What follows belongs to an exercise in optimizing a design on an open flow for small area; a production flow would make more cautious choices. In this exercise RTL edits were held to simulation tests only and were not proved equivalent to the original. No activity file was given, so power comes from the tool's default toggle rates.

== old ==
==> module debouncer, before the edit <==
module debouncer(input logic clk, reset, btn, output logic pulse);
    logic [7:0] s;
    logic idle, last, start;
    assign idle  = ~(s[0] | s[1] | s[2] | s[3] | s[5] | s[6]);
    assign last  = s[0] & ~s[1] & ~s[2] & ~s[4] & ~s[6] & ~s[7];
    assign pulse = ~s[0] & s[1] & ~s[2] & ~s[3] & ~s[5] & ~s[7];
    assign start = idle & btn;
    always_ff @(posedge clk or posedge reset)
        if (reset) s <= 8'd0;
        else       s <= ({s[6:0], s[7] ^ s[2]} & {8{~last}}) | ({8{start}} & 8'd18);
endmodule
==> module Simple_Processor, before the edit <==
module Simple_Processor(input logic clk, reset, leftBtn, rightBtn, switchEn, input logic [11:0] switch,
                        output logic [6:0] seg, output logic dp, output logic [3:0] an);
    logic lp, rp, wp;
    logic l, e, s;           
    debouncer deb_left (clk, reset, leftBtn,  lp);
    debouncer deb_right(clk, reset, rightBtn, rp);
    debouncer deb_wr   (clk, reset, l | e,    wp);    
    logic [2:0] pc;
    always_ff @(posedge clk or posedge reset)
        if (reset)   pc <= 3'd0;
        else if (lp) pc <= pc + 3'd1;
    logic [11:0] rom;
    always_comb
        case (pc)
            3'd0: rom = 12'b000_00_001_0011;
            3'd1: rom = 12'b000_00_000_0111;
            3'd2: rom = 12'b101_011_000_001;
            3'd3: rom = 12'b101_111_001_011;
            3'd4: rom = 12'b110_100_000_011;
            3'd5: rom = 12'b001_00_100_0101;
            3'd6: rom = 12'b000_00_000_0101;
            default: rom = 12'b101_111_001_000;
        endcase
    logic [11:0] ir;
    always_ff @(posedge clk)
        ir <= switchEn ? switch : rom;
    logic exec;
    assign exec = switchEn ? rp : lp;
    logic [2:0] op;
    assign op = ir[11:9];
    logic op_ld, op_st, op_mem, op_alu;
    assign op_ld  = (op == 3'b000);
    assign op_st  = (op == 3'b001);
    assign op_mem = op_ld | op_st;
    assign op_alu = (op == 3'b101) | (op == 3'b110);
    logic cnt;
    logic [2:0] a1, a2, wa;
    logic [3:0] daddr;
    always_ff @(posedge clk or posedge reset)
        if (reset) begin
            l <= 1'b0; e <= 1'b0; s <= 1'b0; cnt <= 1'b0; a1 <= 3'd0; a2 <= 3'd0;
        end else if (exec & (op_mem | op_alu)) begin
            l <= op_ld;
            e <= op[2];
            s <= op[2] ^ op[0];
            if (op_mem) begin
                cnt <= ~cnt;
                if (op_st | ~cnt) a1 <= ir[6:4];
                if (cnt)          a2 <= ir[6:4];
            end else begin
                a1 <= ir[2:0];
                a2 <= ir[5:3];
            end
        end
    always_ff @(posedge clk)
        if (exec) begin
            if (op_mem)         daddr <= ir[3:0];
            if (op_ld | op_alu) wa <= op_ld ? ir[6:4] : ir[8:6];
        end
    logic pend;
    always_ff @(posedge clk or posedge reset)
        if (reset) pend <= 1'b1;
        else       pend <= 1'b0;
    logic [3:0] rdd1, rdd2, alu;
    always_comb
        if (!e)     alu = 4'd0;
        else if (s) alu = rdd1 - rdd2;
        else        alu = rdd1 + rdd2;
    logic st;
    assign st = s & ~e;
    logic [3:0] w1, w0;            
    assign w1 = rdd1 | {4{pend}};
    assign w0 = rdd1 & ~{4{pend}};
    logic [3:0] dm [16];
    logic [3:0] rdata;
    for (genvar i = 0; i < 16; i++) begin : g_dm
        logic [3:0] wi;
        for (genvar b = 0; b < 4; b++) begin : g_b
            assign wi[b] = ((i >> b) & 1) ? w1[b] : w0[b];
        end
        always_ff @(posedge clk)
            if (pend | (st & (daddr == 4'(i)))) dm[i] <= wi;
    end
    always_ff @(posedge clk or posedge reset)
        if (reset)  rdata <= 4'd0;
        else if (l) rdata <= dm[daddr];
    logic [3:0] wd;
    assign wd = l ? rdata : alu;
    logic [3:0] rf0;
    logic [3:0] rfh [1:7];
    logic [3:0] rf [8];
    always_ff @(posedge clk or posedge reset)
        if (reset)                   rf0 <= 4'd0;
        else if (wp & (wa == 3'd0))  rf0 <= wd;
    always_ff @(posedge clk)
        for (int i = 1; i < 8; i++)
            if (pend | (wp & (wa == 3'(i)))) rfh[i] <= wd & ~{4{pend}};
    always_comb begin
        rf[0] = rf0;
        for (int i = 1; i < 8; i++) rf[i] = rfh[i];
    end
    always_ff @(posedge clk or posedge reset)
        if (reset) begin
            rdd1 <= 4'd0; rdd2 <= 4'd0;
        end else begin
            rdd1 <= rf[a1];
            rdd2 <= rf[a2];
        end
    logic [15:0] lf;
    logic [1:0] ph;
    logic z;
    assign z = ~|lf[14:0];
    always_ff @(posedge clk or posedge reset)
        if (reset) begin
            lf <= 16'd0; ph <= 2'd0;
        end else begin
            lf <= {lf[14:0], lf[15] ^ lf[13] ^ lf[12] ^ lf[10] ^ z};
            if (lf[15] & z) ph <= ph + 2'd1;
        end
    logic [3:0] dv;
    always_comb
        case (ph)
            2'd0: dv = alu;
            2'd1: dv = 4'd0;
            2'd2: dv = rdd2;
            default: dv = rdd1;
        endcase
    always_comb
        case (dv)
            4'h0: seg = 7'b1000000;
            4'h1: seg = 7'b1111001;
            4'h2: seg = 7'b0100100;
            4'h3: seg = 7'b0110000;
            4'h4: seg = 7'b0011001;
            4'h5: seg = 7'b0010010;
            4'h6: seg = 7'b0000010;
            4'h7: seg = 7'b1111000;
            4'h8: seg = 7'b0000000;
            4'h9: seg = 7'b0010000;
            4'hA: seg = 7'b0001000;
            4'hB: seg = 7'b0000011;
            4'hC: seg = 7'b1000110;
            4'hD: seg = 7'b0100001;
            4'hE: seg = 7'b0000110;
            default: seg = 7'b0001110;
        endcase
    assign an = ~(4'b0001 << ph);
    assign dp = 1'b1;
endmodule
clock: 10.0 ns
lec_check: 0
abc_area: 1
cap_margin: 20
core_margin: 2
core_utilization: 40
slew_margin: 20
standard.sh (not shown) runs the stock make flow with config.mk's settings and CLKGATE_MAP_FILE= SYNTH_SCRIPT=/design/flow/synth_recipe.tcl, a recipe that flattens the netlist after the stock synthesis.
==> flow/flow/run.sh <==
#!/bin/bash
# Layout flow: the standard synthesis, then the combinational logic is
# re-mapped with a stronger ABC area script (registers untouched), then the
# rest of the standard flow (floorplan .. finish) on that netlist.
set -euo pipefail
HERE=$(pwd)
RES=$HERE/orfs/results/$FLOW_PLATFORM/Simple_Processor/base

bash standard.sh synth > std_synth.log 2>&1

cp $RES/1_2_yosys.v $RES/1_2_yosys_std.v
export REMAP_LIB=$FLOW_HOME/platforms/$FLOW_PLATFORM/lib/sky130_fd_sc_hd__tt_025C_1v80.lib
export REMAP_RESULTS=$RES
export REMAP_SCRIPT=$HERE/flow/abc.script
export REMAP_DONT_USE="$(sed -n '/DONT_USE_CELLS/,/^$/p' $FLOW_HOME/platforms/$FLOW_PLATFORM/config.mk | grep -o 'sky130_fd_sc_hd__[A-Za-z0-9_]*' | tr '\n' ' ')"
yosys -c flow/remap.tcl > remap.log 2>&1
touch $RES/1_2_yosys.v

# smallest buffer on the ports; no dummy loads and clkbuf_8 buffers in the clock tree
export BUFFER_PORTS_ARGS="-buffer_cell sky130_fd_sc_hd__buf_1"
export CTS_ARGS="-sink_clustering_enable -repair_clock_nets -dont_use_dummy_load -buf_list sky130_fd_sc_hd__clkbuf_8 -root_buf sky130_fd_sc_hd__clkbuf_8"
bash standard.sh finish > std_finish.log 2>&1
==> flow/flow/abc.script <==
strash
&get -n
&fraig -x
&put
scorr
dc2
strash
&get -n
&dch -f
&nf -R 1000 -p
&put
==> flow/flow/remap.tcl <==
# Re-map the combinational logic of the standard synthesis netlist with a
# stronger ABC area script; registers (and tie cells) are kept as they are.
set lib $::env(REMAP_LIB)
set res $::env(REMAP_RESULTS)
yosys read_liberty -ignore_miss_func $lib
yosys read_verilog $res/1_2_yosys_std.v
yosys hierarchy -top $::env(FLOW_TOP)
yosys blackbox sky130_fd_sc_hd__df* sky130_fd_sc_hd__edf* sky130_fd_sc_hd__conb_1
yosys flatten
yosys delete t:\$scopeinfo
yosys opt_clean -purge
yosys opt
set du {}
foreach c $::env(REMAP_DONT_USE) { lappend du -dont_use $c }
yosys abc -script $::env(REMAP_SCRIPT) -liberty $lib {*}$du
yosys opt_clean -purge
yosys splitnets
yosys opt_clean -purge
yosys hilomap -singleton -hicell sky130_fd_sc_hd__conb_1 HI -locell sky130_fd_sc_hd__conb_1 LO
yosys insbuf -buf sky130_fd_sc_hd__buf_4 A X
# left out here: clean up, hide names made inside functions
yosys tee -o $res/remap_stat.txt stat -liberty $lib
yosys write_verilog -noattr -nohex -nodec $res/1_2_yosys.v
diff inputs: old => new
==> flow/design.v, changed modules only <==
module debouncer(input logic clk, reset, pend, btn, output logic pulse);
    logic [7:0] s;
    logic idle, last, start, kill;
    assign idle  = ~(s[0] | s[1] | s[2] | s[3] | s[5] | s[6]);
    assign last  = s[0] & ~s[1] & ~s[2] & ~s[4] & ~s[6] & ~s[7];
    assign pulse = ~s[0] & s[1] & ~s[2] & ~s[3] & ~s[5] & ~s[7] & ~pend;
    assign start = (idle | pend) & btn & ~reset;
    assign kill  = last | pend;
    always_ff @(posedge clk)
        s <= ({s[6:0], s[7] ^ s[2]} & {8{~kill}}) | ({8{start}} & 8'd18);
endmodule
module Simple_Processor(input logic clk, reset, leftBtn, rightBtn, switchEn, input logic [11:0] switch,
                        output logic [6:0] seg, output logic dp, output logic [3:0] an);
    logic pend;
    always_ff @(posedge clk or posedge reset)
        if (reset) pend <= 1'b1;
        else       pend <= 1'b0;
    logic lp, rp, wp;
    logic l, e, s;           
    debouncer deb_left (clk, reset, pend, leftBtn,  lp);
    debouncer deb_right(clk, reset, pend, rightBtn, rp);
    debouncer deb_wr   (clk, reset, pend, l | e,    wp);    
    logic [2:0] pc;
    always_ff @(posedge clk or posedge reset)
        if (reset)   pc <= 3'd0;
        else if (lp) pc <= pc + 3'd1;
    logic [11:0] rom;
    always_comb
        case (pc)
            3'd0: rom = 12'b000_00_001_0011;
            3'd1: rom = 12'b000_00_000_0111;
            3'd2: rom = 12'b101_011_000_001;
            3'd3: rom = 12'b101_111_001_011;
            3'd4: rom = 12'b110_100_000_011;
            3'd5: rom = 12'b001_00_100_0101;
            3'd6: rom = 12'b000_00_000_0101;
            default: rom = 12'b101_111_001_000;
        endcase
    logic [11:0] ir;
    always_ff @(posedge clk)
        ir <= switchEn ? switch : rom;
    logic exec;
    assign exec = switchEn ? rp : lp;
    logic [2:0] op;
    assign op = ir[11:9];
    logic op_ld, op_st, op_mem, op_alu;
    assign op_ld  = (op == 3'b000);
    assign op_st  = (op == 3'b001);
    assign op_mem = op_ld | op_st;
    assign op_alu = (op == 3'b101) | (op == 3'b110);
    logic cnt;
    logic [2:0] a1, a2, wa;
    logic [3:0] daddr;
    always_ff @(posedge clk or posedge reset)
        if (reset) begin
            l <= 1'b0; e <= 1'b0; s <= 1'b0; cnt <= 1'b0; a1 <= 3'd0; a2 <= 3'd0;
        end else if (exec & (op_mem | op_alu)) begin
            l <= op_ld;
            e <= op[2];
            s <= op[2] ^ op[0];
            if (op_mem) begin
                cnt <= ~cnt;
                if (op_st | ~cnt) a1 <= ir[6:4];
                if (cnt)          a2 <= ir[6:4];
            end else begin
                a1 <= ir[2:0];
                a2 <= ir[5:3];
            end
        end
    always_ff @(posedge clk)
        if (exec) begin
            if (op_mem)         daddr <= ir[3:0];
            if (op_ld | op_alu) wa <= op_ld ? ir[6:4] : ir[8:6];
        end
    logic [3:0] rdd1, rdd2, alu;
    always_comb
        if (!e)     alu = 4'd0;
        else if (s) alu = rdd1 - rdd2;
        else        alu = rdd1 + rdd2;
    logic st;
    assign st = s & ~e;
    logic [3:0] w1, w0;            
    assign w1 = rdd1 | {4{pend}};
    assign w0 = rdd1 & ~{4{pend}};
    logic [3:0] dm [16];
    logic [3:0] rdata;
    for (genvar i = 0; i < 16; i++) begin : g_dm
        logic [3:0] wi;
        for (genvar b = 0; b < 4; b++) begin : g_b
            assign wi[b] = ((i >> b) & 1) ? w1[b] : w0[b];
        end
        always_ff @(posedge clk)
            if (pend | (st & (daddr == 4'(i)))) dm[i] <= wi;
    end
    always_ff @(posedge clk or posedge reset)
        if (reset)  rdata <= 4'd0;
        else if (l) rdata <= dm[daddr];
    logic [3:0] wd;
    assign wd = l ? rdata : alu;
    logic [3:0] rf0;
    logic [3:0] rfh [1:7];
    logic [3:0] rf [8];
    always_ff @(posedge clk or posedge reset)
        if (reset)                   rf0 <= 4'd0;
        else if (wp & (wa == 3'd0))  rf0 <= wd;
    always_ff @(posedge clk)
        for (int i = 1; i < 8; i++)
            if (pend | (wp & (wa == 3'(i)))) rfh[i] <= wd & ~{4{pend}};
    always_comb begin
        rf[0] = rf0;
        for (int i = 1; i < 8; i++) rf[i] = rfh[i];
    end
    always_ff @(posedge clk) begin
        rdd1 <= rf[a1];
        rdd2 <= rf[a2];
    end
    logic [15:0] lf;
    logic [1:0] ph;
    logic z;
    assign z = ~|lf[14:0];
    always_ff @(posedge clk or posedge reset)
        if (reset) begin
            lf <= 16'd0; ph <= 2'd0;
        end else begin
            lf <= {lf[14:0], lf[15] ^ lf[13] ^ lf[12] ^ lf[10] ^ z};
            if (lf[15] & z) ph <= ph + 2'd1;
        end
    logic [3:0] dv;
    always_comb
        case (ph)
            2'd0: dv = alu;
            2'd1: dv = 4'd0;
            2'd2: dv = rdd2;
            default: dv = rdd1;
        endcase
    always_comb
        case (dv)
            4'h0: seg = 7'b1000000;
            4'h1: seg = 7'b1111001;
            4'h2: seg = 7'b0100100;
            4'h3: seg = 7'b0110000;
            4'h4: seg = 7'b0011001;
            4'h5: seg = 7'b0010010;
            4'h6: seg = 7'b0000010;
            4'h7: seg = 7'b1111000;
            4'h8: seg = 7'b0000000;
            4'h9: seg = 7'b0010000;
            4'hA: seg = 7'b0001000;
            4'hB: seg = 7'b0000011;
            4'hC: seg = 7'b1000110;
            4'hD: seg = 7'b0100001;
            4'hE: seg = 7'b0000110;
            default: seg = 7'b0001110;
        endcase
    assign an = ~(4'b0001 << ph);
    assign dp = 1'b1;
endmodule
- old -> new: total power density per cell area increased by a few percent
- new ends up with lower cell area after layout than old does.
- The tightest slew margin relative to the limit in new sits 8.6 points below the value recorded for old.
- The part of the total power dissipated in combinational logic number comes out higher for new vs old.
- Final critical-path share of the clock period in new vs old: down 0.76 points
- Ratio of cells with drive above 1 in the final layout essentially unchanged between new and old.
- On power spent charging and discharging nets: between new and old, it ends up lower for old.
- [new] overall power rose 0.000068 W relative to old
- new vs old: flip-flop and latch area down by a few percent
- Compared to old, new was floorplanned on a smaller die.

## afterwards: timing with drivers on the ports
How much do the figures lean on ideal ports? The routed layouts below were timed once more, with nothing changed but the port constraints.
Step 1 (the two cells are an assumption about what drives the block):
set clk [get_ports {clk}]
set_driving_cell -lib_cell sky130_fd_sc_hd__clkbuf_16 $clk
set_driving_cell -lib_cell sky130_fd_sc_hd__buf_2 [delete_from_list [all_inputs] $clk]
Step 2 times the ports against the registers' clock, not the clock port: input delays grow and output delays shrink by t, the midpoint of the rising clock arrivals with the driver on.
Slacks: no drivers / after step 1 / after step 2; pairs: no drivers / after step 1.
run | t (ns) | slack for setup (ns) | hold slack, ns | worst setup path at the end | pins driven straight from the clock port
old | 0.483 | 4.713 / 4.674 / 5.156 | 0.385 / 0.385 / 0.385 | register to output | 1
new | 0.486 | 4.789 / 4.754 / 5.240 | 0.368 / 0.368 / 0.368 | register to output | 1
After both steps setup and hold are still met in every run listed.
